Source: an optimization exercise on an open RTL-to-GDS flow (aim: small area). Production flows keep margins and buffers that such runs may drop.
Function was checked by simulation only, so behaviour that the tests miss may differ from the original.
Power figures rest on the tool's default switching activity, not on a simulated workload.

==> sierra <==
==> flow/design.v (excerpt) <==
module xe_host
    (
    input               a8_clk,
    output              a8_mpd_n,
    output              a8_extsel_n,
    input       [15:0]  a8_a_IN,
    input       [7:0]   a8_d_IN,
    input               a8_rst_n_IN,
    input               a8_rw_IN,
    output      [7:0]   xio_data_OUT,
    output      [7:0]   xio_data_OE,
    output              xio_host_clk,
    output              xio_host_rts,
    input               xio_host_cts,
    output              xio_box_cts,
    input               sysclk
    );
clock: 10.0 ns
lec_check: 0
cap_margin: 20
core_margin: 2
core_utilization: 76
slew_margin: 20
synth_hierarchical: 1
synth_minimum_keep_size: 0
standard.sh (not shown) runs the stock make flow with config.mk's settings and CLKGATE_MAP_FILE= SYNTH_SCRIPT=/design/flow/synth_recipe.tcl, a recipe that flattens the netlist after the stock synthesis.
==> flow/flow/run.sh <==
#!/bin/bash
# Standard ORFS layout (the standard.sh, unchanged synthesis), with three
# changes to later steps:
#  - port buffers use the smallest buffer cell instead of the default pick;
#  - clock tree synthesis runs without dummy loads and with set sink clusters;
#  - after floorplan, logic cells go to their smallest-area drive strength
#    (flow/downsize.tcl); later repair steps resize where needed.
# Each tool's output goes to the ORFS logs under orfs/logs; make's own output
# goes to standard.log.
set -euo pipefail
bash standard.sh \
  BUFFER_PORTS_ARGS="-buffer_cell sky130_fd_sc_hd__buf_1" \
  CTS_ARGS="-sink_clustering_enable -repair_clock_nets -dont_use_dummy_load -buf_list sky130_fd_sc_hd__clkbuf_4 -sink_clustering_size 11 -sink_clustering_max_diameter 35" \
  POST_FLOORPLAN_TCL="$(pwd)/flow/downsize.tcl" \
  finish > standard.log 2>&1
==> flow/flow/downsize.tcl <==
# Swap each logic cell to the smallest-area drive strength of the same
# function (e.g. maj3_2 -> maj3_1, mux4_1 -> mux4_2), since the clock period
# leaves several ns of slack. Later repair steps still upsize or buffer where
# slew, capacitance or timing need it. Flip-flops, clock cells, buffers and
# inverters are left alone.
set db [ord::get_db]
set variants [dict create]
foreach lib [$db getLibs] {
  foreach m [$lib getMasters] {
    if {[regexp {^(sky130_fd_sc_hd__\w+?)_(\d+)$} [$m getName] -> stem drive]} {
      dict lappend variants $stem $m
    }
  }
}
set nswap 0
foreach inst [[ord::get_db_block] getInsts] {
  set m [$inst getMaster]
  if {![regexp {^(sky130_fd_sc_hd__(\w+?))_(\d+)$} [$m getName] -> stem fn drive]} { continue }
  if {[regexp {^(df|edf|sdf|sedf|dl|clk|buf|inv|tap|fill|decap|conb|diode|lpflow|probe)} $fn]} { continue }
  set best $m
  foreach v [dict get $variants $stem] {
    if {[$v getWidth] < [$best getWidth]} { set best $v }
  }
  if {$best ne $m} {
    $inst swapMaster $best
    incr nswap
  }
}
puts "downsize: swapped $nswap instances to a smaller variant"
==> inputs of pepper, as changes to sierra <==
--- a/flow/design.v
+++ b/flow/design.v
@@ -185,44 +185,34 @@
     wire [3:0] upLd, upHold;
     generate
         for (k = 0; k < 4; k = k + 1) begin : ul
             assign upLd[k]   = snap & (ph[1:0] == k);
             assign upHold[k] = ~(snap & (ph[1:0] == k));
         end
     endgenerate
     wire lowHold = ~(rise | upLd[0]);
-    wire shiftB = st[0] & (st[3] ^ st[2]);
-    wire [3:1] shHold;
-    generate
-        for (k = 1; k < 4; k = k + 1) begin : shh
-            assign shHold[k] = ~(upLd[k] | shiftB);
-        end
-    endgenerate
     wire [31:0] xioData;
     wire        xioCarry;
     wire [8:0]  carry;
     wire [7:0]  lowSum;
     assign carry[0] = 1'b0;
     genvar b;
     generate
         for (b = 0; b < 8; b = b + 1) begin : xd
             wire ringB;
             SelAO8 sr (.d({tap[7][b], tap[6][b], tap[5][b], tap[4][b],
                            tap[3][b], tap[2][b], tap[1][b], tap[0][b]}),
                        .pick(pick), .y(ringB));
             FullAdd fa (.a(ringB), .b(xioData[b]), .ci(carry[b]), .s(lowSum[b]), .co(carry[b+1]));
             LowBit xl (.clk(sysclk), .ldA(rise), .a(a8_a_IN[b]), .ldS(upLd[0]), .s(lowSum[b]),
                        .hold(lowHold), .q(xioData[b]));
-            ShiftBit x1 (.clk(sysclk), .ld(upLd[1]), .d(ringB), .sh(shiftB), .s(xioData[b]),
-                         .hold(shHold[1]), .q(xioData[8+b]));
-            ShiftBit x2 (.clk(sysclk), .ld(upLd[2]), .d(ringB), .sh(shiftB), .s(xioData[8+b]),
-                         .hold(shHold[2]), .q(xioData[16+b]));
-            ShiftBit x3 (.clk(sysclk), .ld(upLd[3]), .d(ringB), .sh(shiftB), .s(xioData[16+b]),
-                         .hold(shHold[3]), .q(xioData[24+b]));
+            CfgBit x1 (.clk(sysclk), .ld(upLd[1]), .hold(upHold[1]), .d(ringB), .q(xioData[8+b]));
+            CfgBit x2 (.clk(sysclk), .ld(upLd[2]), .hold(upHold[2]), .d(ringB), .q(xioData[16+b]));
+            CfgBit x3 (.clk(sysclk), .ld(upLd[3]), .hold(upHold[3]), .d(ringB), .q(xioData[24+b]));
         end
     endgenerate
     CfgBit xc (.clk(sysclk), .ld(upLd[0]), .hold(upHold[0]), .d(carry[8]), .q(xioCarry));
     wire [7:0] wData;
     reg        wEn;
     reg        wRts;
     reg        wClk;
     always @(posedge sysclk)
@@ -247,27 +237,29 @@
                 wEn  <= 1'b0;
             end
             if (st >= 4'd3 && st <= 4'd12)
                 wClk <= st[0];
         end
     wire ldCmd  = a8_rst_n_IN & (st == 4'd3);
     wire ldByte = a8_rst_n_IN & st[0] & (st[3] ^ st[2]);
     wire wHold  = ~(rst | (st == 4'd3) | (st[0] & (st[3] ^ st[2])));
-    wire full2 = &xioData[23:16];
-    wire full1 = &xioData[15:8];
+    wire b1Full = &xioData[15:8];
+    wire b2Full = &xioData[23:16];
     wire byteInc = xioCarry & ((st[2:1] == 2'b00) |
-                               (st[2:1] == 2'b11 & full2) |
-                               (st[2:1] == 2'b10 & full2 & full1));
+                               (st[2:1] == 2'b11 & b1Full) |
+                               (st[2:1] == 2'b10 & b1Full & b2Full));
     wire [8:0] incC;
     assign incC[0] = byteInc;
     generate
         for (b = 0; b < 8; b = b + 1) begin : wd
-            wire sum;
-            HalfAdd ha (.a(xioData[24+b]), .b(incC[b]), .s(sum), .co(incC[b+1]));
+            wire pickB, sum;
+            Mux4 mx (.d0(xioData[8+b]), .d1(xioData[b]), .d2(xioData[24+b]), .d3(xioData[16+b]),
+                     .s(st[2:1]), .y(pickB));
+            HalfAdd ha (.a(pickB), .b(incC[b]), .s(sum), .co(incC[b+1]));
             if (b == 0) begin : b0
                 CfgBit1 r (.clk(sysclk), .ld(ldByte), .hold(wHold), .set(ldCmd), .d(sum), .q(wData[b]));
             end else begin : bn
                 CfgBit r (.clk(sysclk), .ld(ldByte), .hold(wHold), .d(sum), .q(wData[b]));
             end
         end
     endgenerate
     assign xio_data_OUT = wData;
@@ -296,16 +288,33 @@
     input               ld,
     input               hold,
     input               d,
     output reg          q
     );
     always @(posedge clk)
         q <= (q & hold) | (d & ld);
 endmodule
+module XioBit
+    (
+    input               clk,
+    input       [7:0]   d,
+    input       [7:0]   pick,
+    input               keep,
+    output reg          q
+    );
+    wire n0, n1, n2;
+    Aoi222 a0 (.a1(d[0]), .a2(pick[0]), .b1(d[1]), .b2(pick[1]), .c1(d[2]), .c2(pick[2]), .y(n0));
+    Aoi222 a1 (.a1(d[3]), .a2(pick[3]), .b1(d[4]), .b2(pick[4]), .c1(d[5]), .c2(pick[5]), .y(n1));
+    Aoi222 a2 (.a1(d[6]), .a2(pick[6]), .b1(d[7]), .b2(pick[7]), .c1(q),    .c2(keep),    .y(n2));
+    wire nx;
+    Nand3 o (.a(n0), .b(n1), .c(n2), .y(nx));
+    always @(posedge clk)
+        q <= nx;
+endmodule
 module SelAO8
     (
     input       [7:0]   d,
     input       [7:0]   pick,
     output              y
     );
     wire n0, n1, n2;
     Aoi222 a0 (.a1(d[0]), .a2(pick[0]), .b1(d[1]), .b2(pick[1]), .c1(d[2]), .c2(pick[2]), .y(n0));
@@ -367,31 +376,16 @@
     input               hold,
     output reg          q
     );
     wire n;
     Aoi222 g (.a1(a), .a2(ldA), .b1(s), .b2(ldS), .c1(q), .c2(hold), .y(n));
     always @(posedge clk)
         q <= ~n;
 endmodule
-module ShiftBit
-    (
-    input               clk,
-    input               ld,
-    input               d,
-    input               sh,
-    input               s,
-    input               hold,
-    output reg          q
-    );
-    wire n;
-    Aoi222 g (.a1(d), .a2(ld), .b1(s), .b2(sh), .c1(q), .c2(hold), .y(n));
-    always @(posedge clk)
-        q <= ~n;
-endmodule
 module DffByte
     (
     input               clk,
     input       [7:0]   d,
     output reg  [7:0]   q
     );
     always @(posedge clk)
         q <= d;
@@ -403,16 +397,19 @@
     input               hold,
     input               set,
     input               d,
     output reg          q
     );
     always @(posedge clk)
         q <= (q & hold) | (d & ld) | set;
 endmodule
+module Mux4 (input d0, input d1, input d2, input d3, input [1:0] s, output y);
+    assign y = s[1] ? (s[0] ? d3 : d2) : (s[0] ? d1 : d0);
+endmodule
 module HalfAdd (input a, input b, output s, output co);
     assign {co, s} = {1'b0, a} + {1'b0, b};
 endmodule
 module FullAdd (input a, input b, input ci, output s, output co);
     assign {co, s} = {1'b0, a} + {1'b0, b} + {1'b0, ci};
 endmodule
 module Maj3 (input a, input b, input c, output y);
     assign y = (a & b) | (c & (a | b));
@@ -421,14 +418,17 @@
     assign y = ~((a1 & a2) | (b1 & b2) | (c1 & c2));
 endmodule
 module Aoi22 (input a1, input a2, input b1, input b2, output y);
     assign y = ~((a1 & a2) | (b1 & b2));
 endmodule
 module Nand3 (input a, input b, input c, output y);
     assign y = ~(a & b & c);
 endmodule
+module Nand2 (input a, input b, output y);
+    assign y = ~(a & b);
+endmodule
 module Or2 (input a, input b, output y);
     assign y = a | b;
 endmodule
 module Inv (input a, output y);
     assign y = ~a;
 endmodule
==> flow/flow/run.sh (replaced) <==
#!/bin/bash
# Standard ORFS layout (the standard.sh, unchanged synthesis), with three
# changes to later steps:
#  - port buffers use the smallest buffer cell instead of the default pick;
#  - clock tree synthesis runs without dummy loads and with set sink clusters;
#  - after floorplan, logic cells go to their smallest-area drive strength
#    (flow/downsize.tcl); later repair steps resize where needed.
# Each tool's output goes to the ORFS logs under orfs/logs; make's own output
# goes to standard.log.
set -euo pipefail
bash standard.sh \
  BUFFER_PORTS_ARGS="-buffer_cell sky130_fd_sc_hd__buf_1" \
  CTS_ARGS="-sink_clustering_enable -repair_clock_nets -dont_use_dummy_load -buf_list sky130_fd_sc_hd__clkbuf_8 -sink_clustering_size 18 -sink_clustering_max_diameter 30" \
  POST_FLOORPLAN_TCL="$(pwd)/flow/downsize.tcl" \
  finish > standard.log 2>&1
==> flow/config.mk (replaced) <==
export PLATFORM = sky130hd
export DESIGN_NAME = xe_host
export DESIGN_NICKNAME = xe_host
export VERILOG_FILES = /design/flow/design.v
export SDC_FILE = /design/flow/constraint.sdc
export NUM_CORES = 4
export LEC_CHECK = 0
export CAP_MARGIN = 20
export CORE_MARGIN = 2
export CORE_UTILIZATION = 70
export SLEW_MARGIN = 20
export SYNTH_HIERARCHICAL = 1
export SYNTH_MINIMUM_KEEP_SIZE = 0
==> comparison table <==
item                                                                       pepper          sierra
Outcome                                                            finished clean  finished clean
Part of the power in combinational logic                                     5.7%            6.7%
P_comb                                                                     185 uW          194 uW
Synthesized area per cell                                               13.9 um^2       13.7 um^2
Post-route clock skew                                                     68.7 ps         63.6 ps
Achievable frequency                                                      146 MHz         145 MHz
Share of the clock period used by the worst path after layout               68.4%           69.0%
First-iteration detailed-routing DRC count                                    506             835
Fraction of final layout cells with drive strength greater than 1           7.32%           6.04%
Number of non-clock buffers in the layout                                      60              61
Arr. time, crit path                                                      7140 ps         7290 ps
Count of clock buffers in the final design                                     60              52
Tap cell count                                                                265             229
Number of non-clock inverters                                                  51              70
Initial antenna violation count                                                 0               1

what the ideal ports hide:
No port has a modelled driver above. Below, the same layouts with a new extraction and two added sets of constraints.
Step 1 assumes that a clkbuf_16 drives the clock port and a buf_2 every other input.
Step 2 adds t to the input delays and takes it off the output delays; t is the mean of the earliest and latest rising clock arrival at the registers after step 1. Input paths then give back, and output paths get back, about the clock's delay inside the block.
Slacks: ideal ports / drivers / drivers and shift; pairs: ideal ports / drivers.
run | t (ns) | slack for setup (ns) | worst setup path at the end | worst slew at a driven data input, ns | cell pins on the clock port's net
sierra | 0.700 | 3.099 / 3.115 / 2.416 | input to register | 0.05 | 1
pepper | 0.623 | 3.158 / 3.175 / 2.552 | input to register | 0.04 | 1
After both steps setup and hold are still met in every run listed. The setup slack of sierra, which loses most, moves by +0.016 ns with the drivers and by -0.683 ns with both steps.
